From an optimization exercise on the open Yosys and OpenROAD flow, aimed at small area; shortcuts taken in it are not production practice.
Where RTL was checked, it was by simulation tests only, not by an equivalence proof against the original.
Power figures rest on the tool's default switching activity, not on a simulated workload.

Setup of red:
==> flow/design.v <==
module processing_fsm(clock, reset, start_signal, size, done,
                            buf_0_write_en, buf_1_write_en, error_buf_write_en,
                            buf_0_w_data, buf_1_w_data, error_mem_w_data,
                            buf_0_r_data, buf_1_r_data, error_mem_r_data,
                            buf_0_addr, buf_1_addr, error_mem_addr, buf_sel);
    input clock;
    input reset;
    input start_signal;
    input size;
    output done;
    output buf_0_write_en;
    output buf_1_write_en;
    output error_buf_write_en;
    output reg [7:0] buf_0_w_data;
    output reg [7:0] buf_1_w_data;
    output [15:0] error_mem_w_data;
    input  [7:0] buf_0_r_data;
    input  [7:0] buf_1_r_data;
    input  [15:0] error_mem_r_data;
    output reg [15:0] buf_0_addr;
    output reg [15:0] buf_1_addr;
    output [15:0] error_mem_addr;
    output reg buf_sel;
    assign error_buf_write_en = 1'b0;
    assign error_mem_w_data = 16'b0;
    localparam [4:0]
        WAIT   = 5'd0,
        LMID   = 5'd1,
        LBTM1  = 5'd2,    
        LBTM   = 5'd3,    
        CHECK  = 5'd4,
        CHECKN = 5'd5,    
        DONE   = 5'd6,
        NW     = 5'd13,
        N      = 5'd14,
        NE     = 5'd15,
        W      = 5'd16,
        E      = 5'd17,
        SW     = 5'd18,
        S      = 5'd19,
        SE     = 5'd20,
        MW1    = 5'd21,
        MW2    = 5'd22,
        MW3    = 5'd23,
        SUM    = 5'd24,
        WR     = 5'd25;
    reg [4:0] state;
    reg [7:0] ema;
    assign error_mem_addr = {8'b0, ema};
    reg [5:0] pixel_count;
    reg [3:0] packet_count;
    reg       size_r;          
    reg wr;                    
    assign buf_0_write_en = wr & ~buf_sel;
    assign buf_1_write_en = wr & buf_sel;
    reg [15:0] eb0, eb1, eb2;
    reg [1:0]  ptr;
    reg [2:0]  fp;             
    reg [10:0] acc;
    wire s_check  = (state == CHECK) || (state == CHECKN);
    wire s_nw = (state == NW), s_n = (state == N), s_ne = (state == NE);
    wire s_w  = (state == W),  s_e = (state == E), s_sw = (state == SW);
    wire s_s  = (state == S),  s_se = (state == SE);
    wire s_top  = s_nw | s_n | s_ne;
    wire s_addr = s_top | s_w | s_e | s_sw | s_s | s_se;
    wire s_data = state[4] && !state[3];           
    wire [2:0] di = state[2:0];                    
    wire pix0    = (pixel_count == 6'd0);
    wire pix_r   = size_r ? (pixel_count == 6'd31) : (pixel_count == 6'd15);
    wire pkt_r   = size_r ? (packet_count == 4'd7) : (packet_count == 4'd15);
    wire at_top  = (ema == 8'd1);
    wire at_bot  = (ema == 8'd240);
    assign done = (state == WAIT) && at_bot;
    wire at_left = pix0 && (packet_count == 4'd0);
    wire at_right = pix_r && pkt_r;
    wire off_w   = pix0;
    wire off_e   = !pix0 && pix_r;
    reg [1:0] phys;
    always @(*) begin
        case ({s_check, s_top})
            2'b10, 2'b11: phys = (ptr == 2'd0) ? 2'd1 : (ptr == 2'd1) ? 2'd2 : 2'd0;
            2'b01:        phys = ptr;
            default:      phys = (ptr == 2'd0) ? 2'd2 : (ptr == 2'd1) ? 2'd0 : 2'd1;
        endcase
    end
    wire [15:0] word = (phys == 2'd0) ? eb0 : (phys == 2'd1) ? eb1 : eb2;
    wire dec = (s_nw | s_ne | s_sw) & off_w;
    wire inc = s_se & off_e;
    wire [3:0] pidx = packet_count + {dec, dec, dec, dec | inc};
    wire oob = (dec && packet_count == 4'd0) || (inc && packet_count == 4'd15);
    wire ebit = !oob && word[~pidx];
    wire err_mid = ebit;
    wire f = buf_sel ^ (s_w | s_e | (ebit & !(s_top & at_top)));
    wire dxm = s_nw | s_w | s_sw;
    wire s_wr = (state == WR);
    wire dxp = s_ne | s_e | s_se | s_wr;    
    wire dym = s_top;
    wire dyp = s_sw | s_s | s_se;
    wire [7:0] u   = {2'b0, pixel_count} + {{7{dxm}}, dxm | dxp};    
    wire [10:0] t  = {{3{u[7]}}, u} +
                     (size_r ? {1'b0, packet_count, 5'b0} : {2'b0, packet_count, 4'b0});
    wire [2:0] dya  = dym ? 3'b110 : dyp ? 3'b000 : 3'b111;
    wire [2:0] c3   = (state == CHECKN) ? 3'd1 : t[10:8] + dya;
    wire [7:0] hi   = ema + {{5{c3[2]}}, c3};
    wire [15:0] nbr = {hi, t[7:0]};
    wire a0_nbr  = s_addr & !f;
    wire a0_a1   = s_e & f;
    wire a0_hold = !(a0_nbr | a0_a1);
    wire [7:0] pix = fp[2] ? buf_1_r_data : buf_0_r_data;
    wire up  = (di <= 3'd2);                     
    wire dn  = (di >= 3'd5);                     
    wire lf  = (di == 3'd0) || (di == 3'd3) || (di == 3'd5);
    wire rt  = (di == 3'd2) || (di == 3'd4) || (di == 3'd7);
    wire orth = (di == 3'd1) || (di == 3'd3) || (di == 3'd4) || (di == 3'd6);
    wire ev  = at_top | at_bot;
    wire eh  = at_left | at_right;
    wire off = (at_top & up) | (at_bot & dn) | (at_left & lf) | (at_right & rt);
    wire [1:0] wt = (!s_data || off) ? 2'd0 :
                    orth ? 2'd1 + ev + eh : 2'd1 + (ev & eh);
    wire [10:0] acc_in = s_w ? 11'd0 : acc;
    always @(posedge clock) begin
        acc <= acc_in + (wt[1] ? {2'b0, pix, 1'b0} : 11'd0) + (wt[0] ? {3'b0, pix} : 11'd0);
        fp  <= {fp[1:0], f};
    end
    wire pix_last  = size ? (pixel_count == 6'd31) : (pixel_count == 6'd15);
    wire pkt_last  = size ? (packet_count == 4'd7) : (packet_count == 4'd15);
    wire line_last = (ema == 8'd240);    
    wire next_pkt  = s_check ? !err_mid : pix_last;
    always @(posedge clock) begin
        if (state == WAIT || state == DONE) begin
            pixel_count <= 0;
            packet_count <= 0;
        end else if (s_check || state == WR) begin
            if (next_pkt) begin
                pixel_count <= 0;
                packet_count <= pkt_last ? 4'd0 : packet_count + 4'd1;
            end else if (state == WR)
                pixel_count <= u[5:0];
        end
        if (s_check) size_r <= size;
    end
    always @(posedge clock) begin
        if (state == WAIT) begin
            ptr <= 2'd0;
            eb1 <= error_mem_r_data;
        end else if (s_check) begin
            case (ptr)
                2'd0: eb2 <= error_mem_r_data;
                2'd1: eb0 <= error_mem_r_data;
                default: eb1 <= error_mem_r_data;
            endcase
        end else if (state == LBTM) begin
            ptr <= {ptr == 2'd1, ptr == 2'd0};
        end
    end
    always @(posedge clock, negedge reset) begin
        if (!reset) begin
            state <= WAIT;
            buf_sel <= 1'b0;
            wr <= 1'b0;
            buf_0_w_data <= 8'd0;
            buf_1_w_data <= 8'd0;
            buf_0_addr <= 16'd0;
            buf_1_addr <= 16'd0;
            ema <= 8'd0;
        end else begin
            wr <= (state == WR);
            if (state == DONE) buf_sel <= ~buf_sel;
            if (state == WR) begin
                if (buf_sel) buf_1_w_data <= acc[10:3];
                else         buf_0_w_data <= acc[10:3];
            end
            buf_0_addr <= ({16{a0_nbr}} & nbr) | ({16{a0_a1}} & buf_1_addr) | ({16{a0_hold}} & buf_0_addr);
            if (s_addr && f) buf_1_addr <= nbr;
            case (state)
                WAIT:   ema <= {7'b0, start_signal};
                LMID:   ema <= 8'd1;
                CHECKN: ema <= hi;
                default: ;
            endcase
            case (state)
                WAIT:   state <= start_signal ? LMID : WAIT;
                LMID:   state <= LBTM1;
                LBTM1:  state <= CHECK;
                LBTM:   state <= CHECKN;
                DONE:   state <= WAIT;
                CHECK, CHECKN, WR: begin
                    if (s_check && err_mid) state <= NW;
                    else if (!next_pkt || !pkt_last) state <= CHECK;
                    else if (line_last) state <= DONE;
                    else state <= LBTM;
                end
                NW:  state <= N;
                N:   state <= NE;
                NE:  state <= W;
                W:   state <= E;
                E:   state <= SW;
                SW:  state <= S;
                S:   state <= SE;
                SE:  state <= MW1;
                MW1: state <= MW2;
                MW2: state <= MW3;
                MW3: state <= SUM;
                SUM: state <= WR;
                default: state <= WAIT;
            endcase
        end
    end
endmodule
export LEC_CHECK = 0
export CAP_MARGIN = 10
export CORE_MARGIN = 2
export CORE_UTILIZATION = 70
export GPL_TIMING_DRIVEN = 0
export SLEW_MARGIN = 10
create_clock -name core_clock -period 7.0 [get_ports {clock}]
standard.sh (not shown) runs the stock make flow with config.mk's settings and CLKGATE_MAP_FILE= SYNTH_SCRIPT=/design/flow/synth_recipe.tcl, a recipe that flattens the netlist after the stock synthesis.
==> flow/flow/run.sh <==
#!/bin/bash
# The standard ORFS layout with these changes:
#  - synthesis: ABC maps for area (flow/area.abc) and Yosys does not extract
#    full/half adder cells; registers are untouched (same script otherwise);
#  - every port is buffered by the smallest buffer;
#  - Yosys/ABC buffers are removed before placement and one tie cell is kept;
#  - the clock tree uses no dummy loads and is built from buf_6 cells.
set -euo pipefail
W=$PWD
{
  echo 'proc extract_fa {args} {}'
  echo 'proc abc {args} {'
  echo '  set i [lsearch -exact $args -script]'
  echo "  if {\$i >= 0} { lset args [expr {\$i + 1}] $W/flow/area.abc }"
  echo '  yosys abc {*}$args'
  echo '}'
  cat synth_recipe.tcl
} > flow_synth.tcl
sed "s#SYNTH_SCRIPT=[^ ]*#SYNTH_SCRIPT=$W/flow_synth.tcl#" standard.sh > flow_standard.sh
export BUFFER_PORTS_ARGS="-buffer_cell sky130_fd_sc_hd__buf_1"
export REMOVE_ABC_BUFFERS=1
export SKIP_REPAIR_TIE_FANOUT=1
export CTS_ARGS="-sink_clustering_enable -repair_clock_nets -dont_use_dummy_load -buf_list sky130_fd_sc_hd__buf_6 -sink_clustering_size 20"
bash flow_standard.sh > standard.log 2>&1
==> flow/flow/area.abc <==
strash
&get -n
&deepsyn -T 60
&put
dch -f
amap
strash
dch -f
amap
topo
dnsize -c
Per the final summary, red finished and its layout is clean on timing, DRC and antenna.
The following lists how blue was set up differently from red:
-- flow/design.v --
<<< red, line 8
    input start_signal;
    input size;
    output done;
    output buf_0_write_en;
    output buf_1_write_en;
>>> blue, line 8
    input start_signal;
    input size;
    output reg done;
    output buf_0_write_en;
    output buf_1_write_en;
<<< red, line 71
    wire at_top  = (ema == 8'd1);
    wire at_bot  = (ema == 8'd240);
    assign done = (state == WAIT) && at_bot;
    wire at_left = pix0 && (packet_count == 4'd0);
    wire at_right = pix_r && pkt_r;
>>> blue, line 71
    wire at_top  = (ema == 8'd1);
    wire at_bot  = (ema == 8'd240);
    wire at_left = pix0 && (packet_count == 4'd0);
    wire at_right = pix_r && pkt_r;
<<< red, line 157
        if (!reset) begin
            state <= WAIT;
            buf_sel <= 1'b0;
            wr <= 1'b0;
>>> blue, line 156
        if (!reset) begin
            state <= WAIT;
            done <= 1'b0;
            buf_sel <= 1'b0;
            wr <= 1'b0;
<<< red, line 165
            ema <= 8'd0;
        end else begin
            wr <= (state == WR);
            if (state == DONE) buf_sel <= ~buf_sel;
>>> blue, line 165
            ema <= 8'd0;
        end else begin
            done <= (state == DONE);
            wr <= (state == WR);
            if (state == DONE) buf_sel <= ~buf_sel;
red → blue: clock share of power rose by 0.8 points, internal power decreased 4.9%, minimum clock period after layout rose 0.15 ns, HPWL after detailed placement rose about 1.4%.
The launching instance or port of the critical path comes out state[4] in one run and pixel_count[0] in the other, namely in blue and red respectively.
| share of power burned in combinational logic | blue vs red | 4.3 points lower |
A critical-path cell with the highest stage delay of sky130_fd_sc_hd__nor2_2 is what blue shows, while sky130_fd_sc_hd__nor4_1 belongs to red.
blue vs. red: height of the die stayed essentially flat; synthesized area stayed essentially flat; pre-CTS setup slack rose by 0.45 ns; critical path depth fell by 11; final non-filler cell area stayed essentially flat.
Of the two values seen for capturing instance or port of the critical path, buf_0_addr[4] was produced by blue and acc[10] by red.
blue vs red on final critical-path share of the clock period: blue is the higher one.
blue vs. red: sequential share of layout area went up by 0.43 points.
Only the layout flow was run in red; the RTL was not checked for function there.

re-timing with driven ports:
No port has a modelled driver above. Below, the same layouts with a new extraction and two added sets of constraints.
Step 1: set_driving_cell puts a clkbuf_16 on clock and a buf_2 on each other input, an assumption about the parent block.
Step 2 moves the port delays by t, midway between the first and last clock arrival at a register: inputs arrive t later, outputs are due t later. That takes back most of the time a late clock gives input paths.
a / b / c = ideal / step 1 / step 2; a / b = the first two.
run | shift t [ns] | slack for setup (ns) | worst data-port slew with drivers (ns)
red | 0.426 | 0.616 / 0.616 / 0.616 | 0.04
blue | 0.431 | 0.469 / 0.469 / 0.469 | 0.04
After both steps setup and hold are still met in every run listed.
